What follows belongs to an exercise in optimizing a design on an open flow for small area; a production flow would make more cautious choices. In this exercise RTL edits were held to simulation tests only and were not proved equivalent to the original. No activity file was given, so power comes from the tool's default toggle rates.

## TopModule
module TopModule(
	input clk,
	input rst,
	output hbEnA, 
	output hbEnB, 
	output hbIn1, 
	output hbIn2, 
	output hbIn3,
	output hbIn4,
	input RFS, 
	input RRS,
	input RMS,
	input LFS, 
	input LRS,
	input LMS,
	output sevenSeg0, 
	output sevenSeg1, 
	output sevenSeg2, 
	output sevenSeg3,
	input pushBtn1,
	input pushBtn2,
	input pushBtn3,
	input pushBtn4,
	input bandPass1k,
	input bandPass1_5k,
	input bandPass2k,
	input bandPass2_5k,
	input bandPass3k,
	input colDetF,
	input colDetR, 
	output led1,
	output led2,
	output led3,
	output txData
	);
For scale: ~33 I/O pins, about 10,000 um^2 of cells after synthesis.
==> flow/config.mk <==
export PLATFORM = sky130hd
export DESIGN_NAME = TopModule
export DESIGN_NICKNAME = TopModule
export VERILOG_FILES = /design/flow/design.v
export SDC_FILE = /design/flow/constraint.sdc
export NUM_CORES = 4
export LEC_CHECK = 0
export CAP_MARGIN = 20
export CORE_MARGIN = 2
export CORE_UTILIZATION = 55
export CTS_BUF_LIST = sky130_fd_sc_hd__clkbuf_16
export CTS_CLUSTER_DIAMETER = 80
export CTS_CLUSTER_SIZE = 30
export SLEW_MARGIN = 20
==> flow/constraint.sdc <==
create_clock -name core_clock -period 10.0 [get_ports {clk}]
set_input_delay 2.0000 -clock core_clock [delete_from_list [all_inputs] [get_ports {clk}]]
set_output_delay 2.0000 -clock core_clock [all_outputs]
set_load 0.01 [all_outputs]
standard.sh (not shown) runs the stock make flow with config.mk's settings and CLKGATE_MAP_FILE= SYNTH_SCRIPT=/design/flow/synth_recipe.tcl, a recipe that flattens the netlist after the stock synthesis.
==> flow/flow/run.sh <==
#!/bin/bash
# Layout flow: the standard flow, except that
# - after the standard synthesis the combinational logic is re-mapped for area
#   (flow/reopt.tcl); registers keep their cells and names;
# - ports are buffered with the smallest buffer (BUFFER_PORTS_ARGS);
# - clock tree synthesis runs without dummy loads (CTS_ARGS).
set -euo pipefail
R=orfs/results/${FLOW_PLATFORM}/TopModule/base
bash standard.sh synth > standard_synth.log 2>&1
cp "$R/1_2_yosys.v" std_synth.v
yosys -c flow/reopt.tcl > reopt.log 2>&1
cp reopt.v "$R/1_2_yosys.v"
bash standard.sh \
  "BUFFER_PORTS_ARGS=-buffer_cell sky130_fd_sc_hd__buf_1" \
  "CTS_ARGS=-sink_clustering_enable -repair_clock_nets -dont_use_dummy_load -buf_list sky130_fd_sc_hd__clkbuf_16 -root_buf sky130_fd_sc_hd__clkbuf_8 -tree_buf sky130_fd_sc_hd__clkbuf_8 -sink_clustering_size 30 -sink_clustering_max_diameter 80" \
  finish > standard_layout.log 2>&1
Other scripts of this flow, unchanged in this note and not shown: flow/flow/reopt.tcl
Next try:
--- a/flow/flow/run.sh
+++ b/flow/flow/run.sh
@@ -6 +6,2 @@
-# - clock tree synthesis runs without dummy loads (CTS_ARGS).
+# - clock tree synthesis runs without dummy loads and with smaller root and
+#   branch buffers (CTS_ARGS).
Setup slack does not change.
Final cell count does not change.
Hold slack is unchanged.
Synthesized cell count does not change.
Clock-buffer cell count does not change.
Fmax does not change.
Power is unchanged.
First-iteration DRC count does not change.
Sequential share of layout area is unchanged.
Global-route usage stays the same.
Next try:
--- a/flow/flow/run.sh
+++ b/flow/flow/run.sh
@@ -6,2 +6 @@
-# - clock tree synthesis runs without dummy loads and with smaller root and
-#   branch buffers (CTS_ARGS).
+# - clock tree synthesis runs without dummy loads (CTS_ARGS).
@@ -16 +15 @@
-  "CTS_ARGS=-sink_clustering_enable -repair_clock_nets -dont_use_dummy_load -buf_list sky130_fd_sc_hd__clkbuf_16 -root_buf sky130_fd_sc_hd__clkbuf_8 -tree_buf sky130_fd_sc_hd__clkbuf_8 -sink_clustering_size 30 -sink_clustering_max_diameter 80" \
+  "CTS_ARGS=-sink_clustering_enable -repair_clock_nets -dont_use_dummy_load -buf_list sky130_fd_sc_hd__clkbuf_16 -sink_clustering_size 30 -sink_clustering_max_diameter 80" \
After rerunning: The new run completed without violations. Critical path depth is unchanged. Wire length barely changes. Final area is higher slightly. Global-route usage hardly moves. Final cell count does not change.
Next try:
Settings changed: CAP_MARGIN 20 to 0, SLEW_MARGIN 20 to 0.
Effect: Critical path depth is unchanged; routed wire length barely changes; total power is about the same; register-to-register slack degrades by 0.20 ns; non-clock buffer count drops by 1; synthesized cell count does not change; first-iteration DRC count is higher by a few percent; sequential power hardly moves; design area is about the same.

separate check: timing with driven ports:
How much do the figures lean on ideal ports? The routed layouts below were timed once more, with nothing changed but the port constraints.
Step 1 assumes that a clkbuf_16 drives the clock port and a buf_2 every other input.
Step 2 also shifts input and output timing later by t, the mid clock arrival at the registers, as if the neighbouring blocks saw the same clock.
Slacks: no drivers / after step 1 / after step 2; pairs: no drivers / after step 1.
| run | t (ns) | slack for setup (ns) | hold WS [ns] | latest minus earliest clock arrival (ns) |
|---|---|---|---|---|
| the first run | 0.534 | 5.027 / 5.047 / 4.512 | 0.337 / 0.337 / 0.337 | 0.102 / 0.103 |
| the second run | 0.534 | 5.027 / 5.047 / 4.512 | 0.337 / 0.337 / 0.337 | 0.102 / 0.103 |
| the third run | 0.504 | 4.973 / 4.997 / 4.493 | 0.337 / 0.337 / 0.337 | 0.072 / 0.072 |
| the fourth run | 0.504 | 4.974 / 4.999 / 4.495 | 0.337 / 0.337 / 0.337 | 0.072 / 0.072 |
After both steps every run listed still meets setup and hold.
